Source: an optimization exercise on an open RTL-to-GDS flow (aim: small area). Production flows keep margins and buffers that such runs may drop.
Only the layout flow was run in this run; the RTL was not checked for function there.
Power figures rest on the tool's default switching activity, not on a simulated workload.

<file path="flow/design.v">
`timescale 1ns / 1ps
module synchronizer #
(
  parameter SIZE = 1,
  parameter DEPTH = 2
)
(
  input                   clk,
  input      [SIZE - 1:0] in,
  output reg [SIZE - 1:0] out
);
  reg  [SIZE - 1:0] sync [DEPTH - 2:0];
  genvar i;
  always @ (posedge clk)
    out <= sync[DEPTH - 2];
  always @ (posedge clk)
    sync[0] <= in;
  generate
    for (i = 0; i < (DEPTH - 2); i = i + 1)
    begin : flops
      always @ (posedge clk)
        sync[i + 1] <= sync[i];
    end
  endgenerate
endmodule
`timescale 1ns / 1ps
module spinn_receiver
(
  input                         clk,
  input                         rst,
  input                         enable,
  output reg                    err,
  input                   [6:0] data_2of7,
  output reg                    ack,
  output reg  [72 - 1:0] pkt_data,
  output reg                    pkt_vld,
  input                         pkt_rdy,
  output wire [2:0]             dbg_state
);
  localparam STATE_BITS = 3;
  localparam REST_ST    = 0;
  localparam IDLE_ST    = REST_ST + 1;
  localparam TRAN_ST    = IDLE_ST + 1;
  localparam WTRD_ST    = TRAN_ST + 1;
  localparam ERR0_ST    = WTRD_ST + 1;
  localparam EOP0_ST    = ERR0_ST + 1;
  localparam PARK_ST    = EOP0_ST + 1;              
  reg  [STATE_BITS - 1:0] state;
  reg                     busy;   
  reg                     nsb;    
  reg                     dat;    
  reg                     eop;    
  reg                     bad;    
  reg               [6:0] old_data_2of7;
  reg               [3:0] symbol;
  reg                     long_pkt;
  reg               [4:0] symbol_cnt;
  reg                     exp_eop;
  reg               [4:0] err_cnt;
  reg   [72 - 1:0] pkt_buf;
  reg   [72 - 1:0] nxt_data;
  reg                     nxt_vld;
  function [3:0] decode_2of7 ;
    input [6:0] data;
    input [6:0] old_data;
    case (data ^ old_data)
      7'b0010001: decode_2of7 = 0;     
      7'b0010010: decode_2of7 = 1;     
      7'b0010100: decode_2of7 = 2;     
      7'b0011000: decode_2of7 = 3;     
      7'b0100001: decode_2of7 = 4;     
      7'b0100010: decode_2of7 = 5;     
      7'b0100100: decode_2of7 = 6;     
      7'b0101000: decode_2of7 = 7;     
      7'b1000001: decode_2of7 = 8;     
      7'b1000010: decode_2of7 = 9;     
      7'b1000100: decode_2of7 = 10;    
      7'b1001000: decode_2of7 = 11;    
      7'b0000011: decode_2of7 = 12;    
      7'b0000110: decode_2of7 = 13;    
      7'b0001100: decode_2of7 = 14;    
      7'b0001001: decode_2of7 = 15;    
      default:    decode_2of7 = 4'hx;  
    endcase
  endfunction
  always @(posedge clk or posedge rst)
    if (rst)
    begin
        old_data_2of7 <= 7'd0;   
        ack           <= 1'b0;
    end
    else
        case (state)
            PARK_ST : 
                begin
                    old_data_2of7 <= old_data_2of7;   
                    ack           <= ack;             
                end
            REST_ST:    
                begin
                    old_data_2of7 <= data_2of7;   
	                ack           <= 1'b1;        
                end
            IDLE_ST: if (nsb)  
                begin
                    old_data_2of7 <= data_2of7;       
	                ack           <= ~ack;            
                end
             else
                begin
                    old_data_2of7 <= old_data_2of7;   
                    ack           <= ack;             
                end
            TRAN_ST: if (dat || bad)
                begin
                    old_data_2of7 <= data_2of7;   
                    ack           <= ~ack;        
                end
             else
                begin
                    old_data_2of7 <= old_data_2of7;   
                    ack           <= ack;             
	            end
	       EOP0_ST: if (!busy)  
                begin
                    old_data_2of7 <= data_2of7;       
                    ack           <= ~ack;            
                end
                else
                begin
                    old_data_2of7 <= old_data_2of7;   
                    ack           <= ack;             
                end
            WTRD_ST: if (!busy)  
                begin
                    old_data_2of7 <= data_2of7;       
                    ack           <= ~ack;            
                end
                else
                begin
                    old_data_2of7 <= old_data_2of7;   
                    ack           <= ack;             
                end
            ERR0_ST: if (nsb || (err_cnt == 0))  
                begin
                    old_data_2of7 <= data_2of7;       
                    ack           <= ~ack;            
                end
                else
                begin
                    old_data_2of7 <= old_data_2of7;   
                    ack           <= ack;             
                end
            default: 
                begin
                    old_data_2of7 <= old_data_2of7;   
                    ack           <= ack;             
                end
        endcase 
  always @(posedge clk or posedge rst)
    if (rst)
      pkt_vld <= 1'b0;   
    else
      if (nxt_vld || busy)
        pkt_vld <= 1'b1;
      else
        pkt_vld <= 1'b0;
  always @(posedge clk or posedge rst)
    if (rst)
      pkt_data <= 72'd0;   
    else
      case (state)
	EOP0_ST: if (exp_eop && !busy)
		   pkt_data <= nxt_data;
                 else
		   pkt_data <= pkt_data;   
	WTRD_ST: if (!busy)
		   pkt_data <= nxt_data;
                 else
		   pkt_data <= pkt_data;   
	default:   pkt_data <= pkt_data;   
      endcase 
  always @(*)
    if (long_pkt)
      nxt_data[40 +: 32] = pkt_buf[40 +: 32];   
    else
      nxt_data[40 +: 32] = 32'd0;               
  always @(*)
    if (long_pkt)
      nxt_data[0 +: 40] = pkt_buf[0 +: 40];
    else
      nxt_data[0 +: 40] = pkt_buf[32 +: 40];   
  always @(*)
    case (state)
    	EOP0_ST: if (exp_eop && !busy)
                   nxt_vld <= 1'b1;
                 else
                   nxt_vld <= 1'b0;
    	WTRD_ST: if (!busy)
    	           nxt_vld <= 1'b1;
                 else
    	           nxt_vld <= 1'b0;
    	default:   nxt_vld <= 1'b0;
    endcase 
  always @(posedge clk or posedge rst)
    if (rst)
      pkt_buf <= 72'd0;   
    else
      if (((state == IDLE_ST) || (state == TRAN_ST)) && dat)
        pkt_buf <= {symbol, pkt_buf[72 - 1:4]};
  always @(posedge clk or posedge rst)
    if (rst)
      symbol_cnt <= 5'd0;   
    else
      case (state)
	IDLE_ST: if (dat)
                   symbol_cnt <= 5'd1;   
                 else
                   symbol_cnt <= 5'd0;   
	TRAN_ST: if (dat)
		   symbol_cnt <= symbol_cnt + 1;   
                 else
		   symbol_cnt <= symbol_cnt;       
	default:   symbol_cnt <= symbol_cnt;       
      endcase 
  always @(posedge clk or posedge rst)
    if (rst)
      long_pkt <= 1'b0;   
    else
      case (state)
	IDLE_ST: if (dat)
                   long_pkt <= symbol[1];
        default:   long_pkt <= long_pkt;    
      endcase 
  always @(*)
    symbol = decode_2of7(data_2of7, old_data_2of7);
  always @(*)
    busy = pkt_vld && !pkt_rdy;
  always @(*)
    case (data_2of7 ^ old_data_2of7)
      7'b0010001: begin dat = 1; eop = 0; nsb = 1; bad = 0; end   
      7'b0010010: begin dat = 1; eop = 0; nsb = 1; bad = 0; end   
      7'b0010100: begin dat = 1; eop = 0; nsb = 1; bad = 0; end   
      7'b0011000: begin dat = 1; eop = 0; nsb = 1; bad = 0; end   
      7'b0100001: begin dat = 1; eop = 0; nsb = 1; bad = 0; end   
      7'b0100010: begin dat = 1; eop = 0; nsb = 1; bad = 0; end   
      7'b0100100: begin dat = 1; eop = 0; nsb = 1; bad = 0; end   
      7'b0101000: begin dat = 1; eop = 0; nsb = 1; bad = 0; end   
      7'b1000001: begin dat = 1; eop = 0; nsb = 1; bad = 0; end   
      7'b1000010: begin dat = 1; eop = 0; nsb = 1; bad = 0; end   
      7'b1000100: begin dat = 1; eop = 0; nsb = 1; bad = 0; end   
      7'b1001000: begin dat = 1; eop = 0; nsb = 1; bad = 0; end   
      7'b0000011: begin dat = 1; eop = 0; nsb = 1; bad = 0; end   
      7'b0000110: begin dat = 1; eop = 0; nsb = 1; bad = 0; end   
      7'b0001100: begin dat = 1; eop = 0; nsb = 1; bad = 0; end   
      7'b0001001: begin dat = 1; eop = 0; nsb = 1; bad = 0; end   
      7'b1100000: begin dat = 0; eop = 1; nsb = 1; bad = 0; end   
      0, 1, 2, 4,	  	   	  	  
      8, 16, 32,                                     
      64:         begin dat = 0; eop = 0; nsb = 0; bad = 0; end
      default:    begin dat = 0; eop = 0; nsb = 1; bad = 1; end
    endcase
  always @ (*)
    exp_eop = (!long_pkt && (symbol_cnt == 10)) || (symbol_cnt == 18);
  always @(posedge clk or posedge rst)
    if (rst)
      err <= 1'b0;
    else
      if (state == ERR0_ST)
        err <= 1'b1;
      else
        err <= 1'b0;   
  always @(posedge clk or posedge rst)
    if (rst)
      err_cnt <= 5'd31;
    else
      case (state)
	ERR0_ST: if (err_cnt != 0)
		   err_cnt <= err_cnt - 1;
                 else
		   err_cnt <= 5'd31;
	default:   err_cnt <= 5'd31;     
      endcase 
  always @(posedge clk or posedge rst)
    if (rst)
      state <= REST_ST;
    else
      case (state)
	REST_ST: if (enable)
	             state <= IDLE_ST;
             else
                 state <= PARK_ST;
    PARK_ST : if (enable)
                 state <= IDLE_ST;
              else
                 state <= PARK_ST;
	IDLE_ST: casex ({dat, bad})
                   2'b1x:   state <= TRAN_ST;   
                   2'bx1:   state <= ERR0_ST;   
                   default: state <= IDLE_ST;   
                 endcase
	TRAN_ST: casex ({bad, eop})
		           2'b1x:   
                     state <= ERR0_ST;
	               2'bx1:   
                     state <= EOP0_ST;
                   default:   
                     state <= TRAN_ST;
                 endcase
	EOP0_ST: casex ({exp_eop, busy})
		           2'b01:   
                     state <= EOP0_ST;
	               2'b11:   
                     state <= WTRD_ST;
                   default:   
                     if (enable)
                        state <= IDLE_ST;
                     else
                        state <= PARK_ST;
                 endcase
        WTRD_ST:  if (!busy)
                      if (enable)
                          state <= IDLE_ST;   
                      else 
                          state <= PARK_ST;
                 else
                   state <= WTRD_ST;   
        ERR0_ST:  if (eop)
                      if (enable)
                          state <= IDLE_ST;
                      else 
                          state <= PARK_ST;
                  else
                      state <= ERR0_ST;   
        default: state <= state;   
      endcase
  assign dbg_state = state;
endmodule
`timescale 1ns / 1ps
module spinn_driver
(
  input                        clk,
  input                        rst,
  input      [72 - 1:0] pkt_data,
  input                        pkt_vld,
  output reg                   pkt_rdy,
  output reg             [6:0] data_2of7,
  input                        ack,
  output wire [1:0]            dbg_state
);
  localparam STATE_BITS = 2;
  localparam IDLE_ST    = 0;
  localparam TRAN_ST    = IDLE_ST + 1;
  localparam EOP_ST     = TRAN_ST + 1;
  reg  [STATE_BITS - 1:0] state;
  reg                     eop;
  reg                     old_ack;
  reg   [72 - 5:0] pkt_buf;  
  reg                     long_pkt;
  reg               [4:0] symbol_cnt;
  function [6:0] encode_2of7 ;
    input [4:0] din;
    input [6:0] code_2of7;
    casex (din)
      5'b00000 : encode_2of7 = code_2of7 ^ 7'b0010001;  
      5'b00001 : encode_2of7 = code_2of7 ^ 7'b0010010;  
      5'b00010 : encode_2of7 = code_2of7 ^ 7'b0010100;  
      5'b00011 : encode_2of7 = code_2of7 ^ 7'b0011000;  
      5'b00100 : encode_2of7 = code_2of7 ^ 7'b0100001;  
      5'b00101 : encode_2of7 = code_2of7 ^ 7'b0100010;  
      5'b00110 : encode_2of7 = code_2of7 ^ 7'b0100100;  
      5'b00111 : encode_2of7 = code_2of7 ^ 7'b0101000;  
      5'b01000 : encode_2of7 = code_2of7 ^ 7'b1000001;  
      5'b01001 : encode_2of7 = code_2of7 ^ 7'b1000010;  
      5'b01010 : encode_2of7 = code_2of7 ^ 7'b1000100;  
      5'b01011 : encode_2of7 = code_2of7 ^ 7'b1001000;  
      5'b01100 : encode_2of7 = code_2of7 ^ 7'b0000011;  
      5'b01101 : encode_2of7 = code_2of7 ^ 7'b0000110;  
      5'b01110 : encode_2of7 = code_2of7 ^ 7'b0001100;  
      5'b01111 : encode_2of7 = code_2of7 ^ 7'b0001001;  
      5'b1xxxx : encode_2of7 = code_2of7 ^ 7'b1100000;  
      default  : encode_2of7 = 7'bxxxxxxx;
    endcase
  endfunction
  always @(posedge clk or posedge rst)
    if (rst)
    begin
      data_2of7 <= 7'd0;
      old_ack   <= 1'b0;   
    end
    else
      case (state)
        IDLE_ST: if (pkt_vld)
                 begin
                   data_2of7 <= encode_2of7({1'b0, pkt_data[3:0]},
                                             data_2of7
                                           );   
	           old_ack <= ack;              
	         end
                 else
                 begin
                   data_2of7 <= data_2of7;      
	           old_ack   <= old_ack;        
	         end
	TRAN_ST: if (old_ack != ack)
	         begin
                   if (eop)
                     data_2of7 <= encode_2of7({1'b1, pkt_buf[3:0]},
                                                 data_2of7
                                               );   
	           else
                     data_2of7 <= encode_2of7({1'b0, pkt_buf[3:0]},
                                                 data_2of7
                                               );   
	           old_ack <= ack;   
	         end
                 else
                 begin
                   data_2of7 <= data_2of7;   
	           old_ack   <= old_ack;     
	         end
        default: begin
                   data_2of7 <= data_2of7;   
	           old_ack   <= old_ack;     
	         end
      endcase 
  always @(posedge clk or posedge rst)
    if (rst)
      pkt_rdy <= 1'b1;
    else
      case (state)
        IDLE_ST: if (pkt_vld)
	           pkt_rdy <= 1'b0;
                 else
	           pkt_rdy <= 1'b1;
	EOP_ST:  if (old_ack != ack)
	           pkt_rdy <= 1'b1;      
                 else
	           pkt_rdy <= 1'b0;
        default:   pkt_rdy <= pkt_rdy;   
      endcase 
  always @(posedge clk or posedge rst)
    if (rst)
      pkt_buf <= {(72 - 4) {1'b0}};   
    else
      case (state)
        IDLE_ST: if (pkt_vld)
	           pkt_buf <= pkt_data[72 - 1:4];  
                 else
                   pkt_buf <= pkt_buf;                    
	TRAN_ST: if (old_ack != ack)
	           pkt_buf <= pkt_buf >> 4;   
                 else
                   pkt_buf <= pkt_buf;        
        default:   pkt_buf <= pkt_buf;        
      endcase 
  always @(posedge clk or posedge rst)
    if (rst)
      symbol_cnt <= 5'd0;   
    else
      case (state)
        IDLE_ST: if (pkt_vld)
                   symbol_cnt <= 5'd1;   
                 else
                   symbol_cnt <= 5'd0;
	TRAN_ST: if (old_ack != ack)
                   symbol_cnt <= symbol_cnt + 1;
                 else
                   symbol_cnt <= symbol_cnt;   
        default:   symbol_cnt <= symbol_cnt;   
      endcase 
  always @(posedge clk or posedge rst)
    if (rst)
      long_pkt <= 1'b0;   
    else
      case (state)
        IDLE_ST: if (pkt_vld)
                   long_pkt <= pkt_data[1];   
                 else
                   long_pkt <= long_pkt;      
        default:   long_pkt <= long_pkt;      
      endcase 
  always @ (*)
    eop = (!long_pkt && (symbol_cnt == 10)) || (symbol_cnt == 18);
  always @(posedge clk or posedge rst)
    if (rst)
      state <= IDLE_ST;
    else
      case (state)
        IDLE_ST: if (pkt_vld)
                   state <= TRAN_ST;
                 else
                   state <= IDLE_ST;   
	TRAN_ST: if ((old_ack != ack) && eop)
                   state <= EOP_ST;
                 else
                   state <= TRAN_ST;   
	EOP_ST:  if (old_ack != ack)
                   state <= IDLE_ST;
                 else
                   state <= EOP_ST;    
        default:   state <= state;     
      endcase 
  assign dbg_state = state;
endmodule
`timescale 1ns / 1ps
module in_mapper #
	(
		parameter AER_WIDTH = 32
	)
    (
        input  wire        			rst,
        input  wire        			clk,
        input  wire                 enable,
        output reg         			dump_mode,
        output reg                  offload,
        output reg                  link_timeout,
        input wire                  offload_on,
        input wire                  offload_off,
        input  wire [31:0]          tx_data_mask,
        input  wire                 link_timeout_dis,
        input  wire [AER_WIDTH-1:0] iaer_data,
        input  wire        			iaer_vld,
        output             			iaer_rdy,
        output      [71:0] 			ipkt_data,
        output             			ipkt_vld,
        input  wire        			ipkt_rdy
    );
    localparam FIFO_DEPTH  = 3;
    localparam FIFO_WIDTH  = 40;
    reg              [7:0] link_timeout_cnt;
    always @(posedge clk or posedge rst) begin
        if (rst) begin
            link_timeout_cnt <= 8'd128;
            link_timeout     <= 1'b0;
        end else begin
            link_timeout <= 1'b0;
            if (ipkt_rdy | link_timeout_dis) begin
                link_timeout_cnt <= 8'd128;   
            end else if (link_timeout_cnt != 8'd0) begin
                link_timeout_cnt <= link_timeout_cnt - 1;
            end else begin
                link_timeout_cnt <= link_timeout_cnt;   
                link_timeout <= 1'b1;
            end
        end
    end
    always @(posedge clk or posedge rst) begin
        if (rst) 
            offload <= 1'b1;
        else begin
            if (offload_off) 
                offload <= 1'b0;
            else if (offload_on) 
                offload <= 1'b1;
            end
        end
    always @(posedge clk or posedge rst) begin
        if (rst) 
            dump_mode <= 1'b1;
        else 
            dump_mode <= offload | link_timeout;
        end
    wire [38:0]  pkt_bits;
    wire         parity;
    assign pkt_bits = {{(32-AER_WIDTH){1'b0}}, (iaer_data & tx_data_mask), 7'd0};
    assign parity   = ~(^pkt_bits);
    reg [FIFO_WIDTH-1:0] data_fifo[0:FIFO_DEPTH-1];
    integer fifo_len;
    wire write;
    wire read;
    wire fifo_full;
    wire fifo_empty;
    integer i;
    assign write = ~fifo_full  & iaer_vld & enable;
    assign read  = ~fifo_empty & ipkt_rdy;
    always @(posedge clk or posedge rst) begin
        if (rst) begin
            fifo_len <= 0;
        end else begin
            case ({write, read})
                2'b01 :
                    begin
                        fifo_len <= fifo_len - 1;
                        for (i=0; i<FIFO_DEPTH-1; i=i+1)
                            data_fifo[i] <= data_fifo[i+1];
                    end
                2'b10 :
                    begin
                        fifo_len <= fifo_len + 1;
                        data_fifo[fifo_len] <= {pkt_bits, parity};
                    end
                2'b11 :
                    begin
                        for (i=0; i<FIFO_DEPTH-1; i=i+1)
                            data_fifo[i] <= data_fifo[i+1];
                        data_fifo[fifo_len-1] <= {pkt_bits, parity};
                    end
            endcase
        end
    end
    assign fifo_full  = (fifo_len == FIFO_DEPTH);
    assign fifo_empty = (fifo_len == 0);
    assign iaer_rdy   = (~fifo_full | dump_mode) & enable;
    assign ipkt_vld   = ~fifo_empty & ~dump_mode;
    assign ipkt_data  = {32'h0, data_fifo[0]};
endmodule
`timescale 1ns / 1ps
module out_mapper #
	(
		parameter AER_WIDTH = 32
	)
    (
        input              			rst,
        input           			clk,
        output reg         			parity_err,
        input  wire                 keys_enable,
        input  wire [31:0]          start_key,
        input  wire [31:0]          stop_key, 
        output reg                  cmd_start,
        output reg                  cmd_stop,
        input  wire [31:0]          rx_data_mask,
        input  wire [71:0] 			opkt_data,
        input  wire        			opkt_vld,
        output             			opkt_rdy,
        output      [AER_WIDTH-1:0] oaer_data,
        output             			oaer_vld,
        input  wire        			oaer_rdy
    );
    localparam FIFO_DEPTH  = 3;
    localparam FIFO_WIDTH  = 32;
    wire mc_pkt;
    wire parity_chk;
    wire fifo_full;
    wire fifo_empty;    
    assign mc_pkt = ~opkt_data[7] & ~opkt_data[6];
    assign parity_chk = ^opkt_data;
    always @(posedge clk or posedge rst) begin
        if (rst)
            parity_err <= 1'b0;
        else
            if (~fifo_full & opkt_vld & mc_pkt)
                parity_err <= ~parity_chk;
    end
    reg [FIFO_WIDTH-1:0] data_fifo[0:FIFO_DEPTH-1];
    integer fifo_len;
    wire write;
    wire read;
    wire cmd_vld, cmd_flag;    
    assign cmd_flag = (opkt_data[39:8] == start_key) | (opkt_data[39:8] == stop_key);
    assign cmd_vld = cmd_flag & opkt_vld & mc_pkt & parity_chk;     
    always @(posedge clk or posedge rst) begin
        if (rst) 
            begin
            cmd_start <= 0;
            cmd_stop  <= 0;
            end 
        else begin
            cmd_start <= (opkt_data[39:8] == start_key) & cmd_vld & keys_enable;
            cmd_stop  <= (opkt_data[39:8] == stop_key) & cmd_vld & keys_enable;
            end
        end
    integer i;
    assign write   = ~cmd_flag & ~fifo_full & opkt_vld & mc_pkt & parity_chk;
    assign read    = ~fifo_empty & oaer_rdy;
    always @(posedge clk or posedge rst) begin
        if (rst) begin
            fifo_len <= 0;
        end else begin
            case ({write, read})
                2'b01 :
                    begin
                        fifo_len <= fifo_len - 1;
                        for (i=0; i<FIFO_DEPTH-1; i=i+1)
                            data_fifo[i] <= data_fifo[i+1];
                    end
                2'b10 :
                    begin
                        fifo_len <= fifo_len + 1;
                        data_fifo[fifo_len] <= (rx_data_mask & opkt_data[39:8]);
                    end
                2'b11 :
                    begin
                        for (i=0; i<FIFO_DEPTH-1; i=i+1)
                            data_fifo[i] <= data_fifo[i+1];
                        data_fifo[fifo_len-1] <= (rx_data_mask & opkt_data[39:8]);
                    end
            endcase
        end
    end
    assign fifo_full  = (fifo_len == FIFO_DEPTH);
    assign fifo_empty = (fifo_len == 0);
    assign opkt_rdy   = ~fifo_full;
    assign oaer_vld   = ~fifo_empty;
    assign oaer_data  = data_fifo[0];
endmodule
`timescale 1ns / 1ps
module spinn_neu_if #
    (
    	parameter C_PSPNNLNK_WIDTH = 32,
    	parameter C_HAS_TX         = "true",
    	parameter C_HAS_RX         = "true"
    )
    (
        input wire         rst,
        input wire         clk_32,
        input wire         enable,
        output wire        dump_mode,
        output wire        parity_err,
        output wire        rx_err,
        output wire        offload,
        output wire        link_timeout,
        input  wire        link_timeout_dis,
        input  wire  [6:0] data_2of7_from_spinnaker,
        output wire        ack_to_spinnaker,
        output wire  [6:0] data_2of7_to_spinnaker,
        input  wire        ack_from_spinnaker,
        input  wire [31:0] iaer_addr,
        input  wire        iaer_vld,
        output wire        iaer_rdy,
        output wire [31:0] oaer_addr,
        output wire        oaer_vld,
        input  wire        oaer_rdy,
        input  wire        keys_enable,
        input  wire [31:0] start_key,
        input  wire [31:0] stop_key, 
        output wire        cmd_start,
        output wire        cmd_stop,
        input  wire [31:0] tx_data_mask,
        input  wire [31:0] rx_data_mask,
        input wire         offload_off,
        input wire         offload_on,
        output wire  [2:0] dbg_rxstate,
        output wire  [1:0] dbg_txstate,
        output wire        dbg_ipkt_vld,
        output wire        dbg_ipkt_rdy,
        output wire        dbg_opkt_vld,
        output wire        dbg_opkt_rdy
    );
    wire        clk_sync;
    wire        clk_mod;
    wire [31:0] i_iaer_addr;
    wire        i_iaer_rdy;
    wire        i_iaer_vld;
    wire        i_ispinn_ack;
    wire  [6:0] i_ispinn_data;
    wire  [6:0] s_ispinn_data;
    wire [31:0] i_oaer_addr;
    wire        i_oaer_rdy;
    wire        i_oaer_vld;
    wire        i_ospinn_ack;
    wire  [6:0] i_ospinn_data;
    wire        s_ospinn_ack;
    wire [71:0] i_ipkt_data;
    wire        i_ipkt_vld;
    wire        i_ipkt_rdy;
    wire [71:0] i_opkt_data;
    wire        i_opkt_vld;
    wire        i_opkt_rdy;
    wire        i_cmd_start;
    wire        i_cmd_stop;
    wire        i_offload_on;
    wire        i_offload_off;
    assign clk_sync = clk_32;
    assign clk_mod  = clk_32;
    assign i_ispinn_data    = data_2of7_from_spinnaker;
    assign ack_to_spinnaker = i_ispinn_ack;
    assign data_2of7_to_spinnaker = i_ospinn_data;
    assign i_ospinn_ack           = ack_from_spinnaker;
    assign i_iaer_addr = iaer_addr;
    assign i_iaer_vld  = iaer_vld;
    assign iaer_rdy    = i_iaer_rdy;
    assign oaer_addr   = i_oaer_addr;
    assign oaer_vld    = i_oaer_vld;
    assign i_oaer_rdy  = oaer_rdy;
generate
    if(C_HAS_RX == "true") 
    begin
    synchronizer
    #(
        .SIZE  (7),
        .DEPTH (2)
    ) sdat
    (
        .clk (clk_sync),
        .in  (i_ispinn_data),
        .out (s_ispinn_data)
    );
    spinn_receiver sr
    (
        .rst       (rst),
        .clk       (clk_mod),
        .enable    (enable),
        .err       (rx_err),
        .data_2of7 (s_ispinn_data),
        .ack       (i_ispinn_ack),
        .pkt_data  (i_opkt_data),
        .pkt_vld   (i_opkt_vld),
        .pkt_rdy   (i_opkt_rdy),
        .dbg_state (dbg_rxstate)
    );
    out_mapper     #(
        .AER_WIDTH     (C_PSPNNLNK_WIDTH)
    ) om
    (
        .rst           (rst),
        .clk           (clk_mod),
        .parity_err    (parity_err),
        .keys_enable   (keys_enable),       
        .start_key     (start_key),
        .stop_key      (stop_key),
        .cmd_start     (i_cmd_start),
        .cmd_stop      (i_cmd_stop),
        .rx_data_mask  (rx_data_mask),
        .opkt_data     (i_opkt_data),
        .opkt_vld      (i_opkt_vld),
        .opkt_rdy      (i_opkt_rdy),
        .oaer_data     (i_oaer_addr),
        .oaer_vld      (i_oaer_vld),
        .oaer_rdy      (i_oaer_rdy)
    );
    end  
endgenerate   
generate
    if(C_HAS_TX == "true")
    begin    
    synchronizer
    #(
        .SIZE  (1),
        .DEPTH (2)
    ) ssack
    (
        .clk (clk_sync),
        .in  (i_ospinn_ack),
        .out (s_ospinn_ack)
    );
    in_mapper     #(
        .AER_WIDTH (C_PSPNNLNK_WIDTH)
    ) im
    (
        .rst              (rst),
        .clk              (clk_mod),
        .enable           (enable),
        .dump_mode        (dump_mode),
        .offload          (offload),        
        .link_timeout     (link_timeout),
        .offload_on       (i_offload_on),
        .offload_off      (i_offload_off),  
        .tx_data_mask     (tx_data_mask),
        .link_timeout_dis (link_timeout_dis),
        .iaer_data        (i_iaer_addr),
        .iaer_vld         (i_iaer_vld),
        .iaer_rdy         (i_iaer_rdy),
        .ipkt_data        (i_ipkt_data),
        .ipkt_vld         (i_ipkt_vld),
        .ipkt_rdy         (i_ipkt_rdy)
    );
    spinn_driver sd
    (
        .rst       (rst),
        .clk       (clk_mod),
        .pkt_data  (i_ipkt_data),
        .pkt_vld   (i_ipkt_vld),
        .pkt_rdy   (i_ipkt_rdy),
        .data_2of7 (i_ospinn_data),
        .ack       (s_ospinn_ack),
        .dbg_state (dbg_txstate)
    );
    end
endgenerate
    assign dbg_ipkt_vld = i_ipkt_vld;
    assign dbg_ipkt_rdy = i_ipkt_rdy;
    assign dbg_opkt_vld = i_opkt_vld;
    assign dbg_opkt_rdy = i_opkt_rdy;
    assign i_offload_off = ((C_HAS_RX == "true") & i_cmd_start) | ((C_HAS_TX == "true") & offload_off);
    assign i_offload_on  = ((C_HAS_RX == "true") & i_cmd_stop)  | ((C_HAS_TX == "true") & offload_on );
    assign cmd_start     = (C_HAS_RX == "true") & i_cmd_start;
    assign cmd_stop      = (C_HAS_RX == "true") & i_cmd_stop;
endmodule
</file>
<file path="flow/run.sh">
#!/bin/bash
# synth_recipe.tcl (not shown) runs the flow's synth.tcl, then flattens the netlist and writes it again
# the make line also repeats each setting of config.mk as NAME=value (left out here)
make -C /OpenROAD-flow-scripts/flow DESIGN_CONFIG=/design/flow/config.mk WORK_HOME=/design/flow/orfs CLKGATE_MAP_FILE= SYNTH_SCRIPT=/design/flow/synth_recipe.tcl finish
</file>
<file path="flow/config.mk">
export PLATFORM = sky130hd
export DESIGN_NAME = spinn_neu_if
export DESIGN_NICKNAME = spinn_neu_if
export VERILOG_FILES = /design/flow/design.v
export SDC_FILE = /design/flow/constraint.sdc
export NUM_CORES = 4
export LEC_CHECK = 0
export CAP_MARGIN = 20
export CORE_MARGIN = 2
export CORE_UTILIZATION = 40
export SLEW_MARGIN = 20
</file>
<file path="flow/constraint.sdc">
create_clock -name core_clock -period 10.0 [get_ports {clk_32}]
set_input_delay 2.0000 -clock core_clock [delete_from_list [all_inputs] [get_ports {clk_32}]]
set_output_delay 2.0000 -clock core_clock [all_outputs]
set_load 0.01 [all_outputs]
</file>
==> results.txt <==
Pwr per Cell Area 217 nW/um2; ratio of final minimum period to clock period 0.575; Psw between 2 and 2.5 mW; post-cts sizing count 0; Slew Viols, Final 0; Initial Util 0.404; Fin. Hold Viols 0; initial antenna violation count 3; final setup margin between 4 and 5 ns; Syn Nets 2525; buffer and inverter count on the worst path 3; Die Y-Extent approximately 260 um; Syn Area/Cell 11.0 um2; synth warn 10; Post-Route WL 63000 um; synth top area cells dfrtp_1 28%, edfxtp_1 23%, mux2i_1 4.9%; port bufs 234; gr usage total 0.190; Worst Tran Pin Value just over 1 ns; count leader, synth dfrtp_1; Max Cap Violations 0; most used cell, CP nor2_1; gr ovfl total 0; relative slew slack 0.327; worst vdd ir ~0.14 mV; via/cell ratio 5.31; Final GP Congestion 0.826; WP data required 10.47 ns; status no timing/DRC/antenna violations; Final Skew 0.0293 ns; Synth Cell Area 25500 um2; htree depth 2; share of cells above drive strength 1 0.0966; number of synthesized register bits 509; Synth-to-Final Area Change 19.9%; CP arrival just over 6 ns; endpoints failing setup 0; Antenna Nets Post-Route 0; Yosys cell types 73; largest net degree at the start of global routing 148; # IOs 235; CP max-delay cell nor4_1; via count roughly 18k; Seq/Total Area, Yosys 0.535; WS Path Type input port to flop; Synth async-reset ratio 0.585; vias in the first global route 17.9k; crit path max fanout 25; first-pass GRT wire length 101000 um; sequential power share 0.423; EDFF count, synth 195; leakage 12.6 nW; CTS sink count around 510; clock network power share 0.324; Min-Delay Path Class flop to flop; crit path launch type input port; total negative slack 0 ns; CTS tree built; Final Critical Period approximately 5.7 ns; root buffer cell clkbuf_16; Max stage delay on crit path ~0.74 ns; CTS Buf Count 56; cell depth of the worst flop-to-flop path 17; Primary FF master, synth dfrtp_1; RSZ-0062 raised after global routing false; Core Util, Final 0.485; Hold Crit Depth 0; area leader, netlist dfrtp_1; DP HPWL 43300 um; nets between 2k and 3k; row count 92; power after layout approximately 6.6 mW; Fmax about 0.17 GHz; # Post-CTS Setup Buffers 0; die width roughly 260 um; CTS Hold Bufs 0; Post-synth top cells 289 x dfrtp_1, 228 x nand2_1, 195 x edfxtp_1; area share of the largest cell type after synthesis 0.283; Max Root-Sink Buffers 3; Comb pwr share 0.253; Clock Latency Late Sink 0.62 ns; Int Power roughly 4.5 mW; initial DRC count about 1.2k; critical path, cell by cell clkdlybuf4s50_1 -> xor2_1 -> nor4_1 -> nand4_1 -> nor2_1 -> nor2_1 -> and3_1 -> ha_1 -> inv_1 -> nor2_1 -> a21oi_2 -> buf_4 -> a22o_1; clk slew on worst S/H paths 0.06 ns; Net Sw Frac 0.317; Worst path depth 13; Die Area around 66000 um2; Core Region 63100 um2; Wirelength per Cell around 19 um; Post-Syn Instances 2316; DRC 0; DR pass1 iterations 5; pre-CTS WS around 3.8 ns; crit-path leading delay family simple AND/OR/NAND/NOR gates; kind of end point of the critical path flop
==> worst paths after layout <==
kind	startpoint	endpoint	slack [ns]
max in group asynchronous	rst	genblk1.sr.long_pkt$_DFFE_PP0P_	6.17
hold / removal	genblk1.sdat.sync[0][1]$_DFF_P_	genblk1.sdat.out[1]$_DFF_P_	0.33
min in group asynchronous	rst	genblk2.im.link_timeout_cnt[6]$_DFFE_PP0N_	2.46
setup reg to reg	genblk1.sr.pkt_data[12]$_DFFE_PP0P_	genblk1.om.fifo_len[19]$_DFFE_PP0P_	5.04
setup / recovery	start_key[25]	genblk1.om.data_fifo[1][18]$_DFFE_PP_	4.25
hold reg to reg	genblk1.sdat.sync[0][1]$_DFF_P_	genblk1.sdat.out[1]$_DFF_P_	0.33
==> registers in the layout (all words and copies together), names as in the netlist, 2 cells and up <==
signal                       flops
genblk2.sd.symbol_cnt            5
genblk1.sr.state                 3
genblk2.im.link_timeout_cnt      8
genblk1.sr.err_cnt               5
genblk2.im.fifo_len             32
genblk1.sdat.sync                7
genblk1.sr.pkt_data             72
genblk2.im.data_fifo            99
genblk1.sr.pkt_buf              72
genblk1.sr.old_data_2of7         7
genblk2.sd.pkt_buf              36
genblk1.om.data_fifo            96
genblk2.sd.state                 2
genblk1.sdat.out                 7
genblk1.om.fifo_len             32
genblk2.sd.data_2of7             7
genblk1.sr.symbol_cnt            5
==> per-layer routing <==
layer,global-route usage,routed length [um],up-vias,share of wire
li1,-,-,8647,-
met1,0.265,29200,8850,0.46
met2,0.306,29400,442,0.47
met3,0.0341,3090,88,0.049
met4,0.0494,1380,2,0.022
met5,0,14,-,0.00022
==> cell usage in the layout (no fill, tap or decap), types with 10 or more instances in the layout <==
cell type / count
dfxtp_1: 16
nand2b_1: 10
clkdlybuf4s50_1: 234
a22o_1: 72
nand3_1: 72
nor2_1: 109
mux2_2: 89
clkbuf_16: 60
and2_1: 63
clkbuf_1: 14
o21ai_0: 159
a221o_1: 13
edfxtp_1: 195
and2_0: 10
xor2_1: 127
mux2i_1: 125
buf_4: 22
nor3_1: 38
clkinv_2: 11
dfrtp_1: 288
nand2_1: 228
nand4_1: 19
and3_1: 56
nor4_1: 30
inv_1: 39
o21ai_1: 11
xnor2_1: 130
clkbuf_8: 10
a21oi_1: 107
ha_1: 28
==> cell type report <==
type                            instances  area (um2)
Clock inverter                         21         244
Fill cell                            5757       32500
Multi-Input combinational cell       1632       11200
Inverter                               41         158
Timing Repair Buffer                  260        2590
Tap cell                              846        1060
Sequential cell                       509       13600
Clock buffer                           84        1690
Antenna cell                            1        2.50
==> kinds of logic after synthesis <==
group | count (synthesis) | share of synthesized area
and+or+nand+nor | 683 | 0.132
DFF | 509 | 0.535
AOI/OAI and AO/OA | 443 | 0.110
xor gates and xnor gates | 258 | 0.0889
muxes | 215 | 0.0888
buffers and inverters | 175 | 0.0301
adders and majority gates | 33 | 0.0161
==> power by group through the flow <==
stage | clock network (mW) | registers (mW) | logic (mW)
2_1_floorplan | 0 | 2.73 | 1.31
3_3_place_gp | 0 | 2.84 | 1.65
3_5_place_dp | 0 | 2.85 | 1.69
4_1_cts | 2.21 | 2.81 | 1.70
5_1_grt | 2.30 | 2.86 | 1.89
6_report | 2.15 | 2.82 | 1.68
==> per-stage QoR <==
step                std cells  hold slack (ns)  area [um2]
global placement         3286            0.314       28600
detailed placement       3286            0.313       28600
global route             3393            0.329       30600
finish                   3394            0.326       30600
floorplan                2316            0.310       25500
CTS                      3391            0.327       30500

what the ideal ports hide:
No port has a modelled driver above. Below, the same layout with a new extraction and two added sets of constraints.
Step 1 sets driving cells, clkbuf_16 on the clock port and buf_2 on the other inputs (assumed; they add their load-dependent delay and slew).
Step 2 moves the port delays by t, midway between the first and last clock arrival at a register: inputs arrive t later, outputs are due t later. That takes back most of the time a late clock gives input paths.
Slacks: ideal ports / drivers / drivers and shift; pairs: ideal ports / drivers.
t (ns): 0.661
setup WS [ns]: 4.255 / 4.287 / 3.626
slew at the worst register clock pin (ns): 0.07 / 0.07
worst slew at a driven data input, ns: 0.08
After both steps this run still meets setup and hold. For this run, drivers alone change the setup slack by +0.032 ns; drivers and shift together by -0.629 ns.
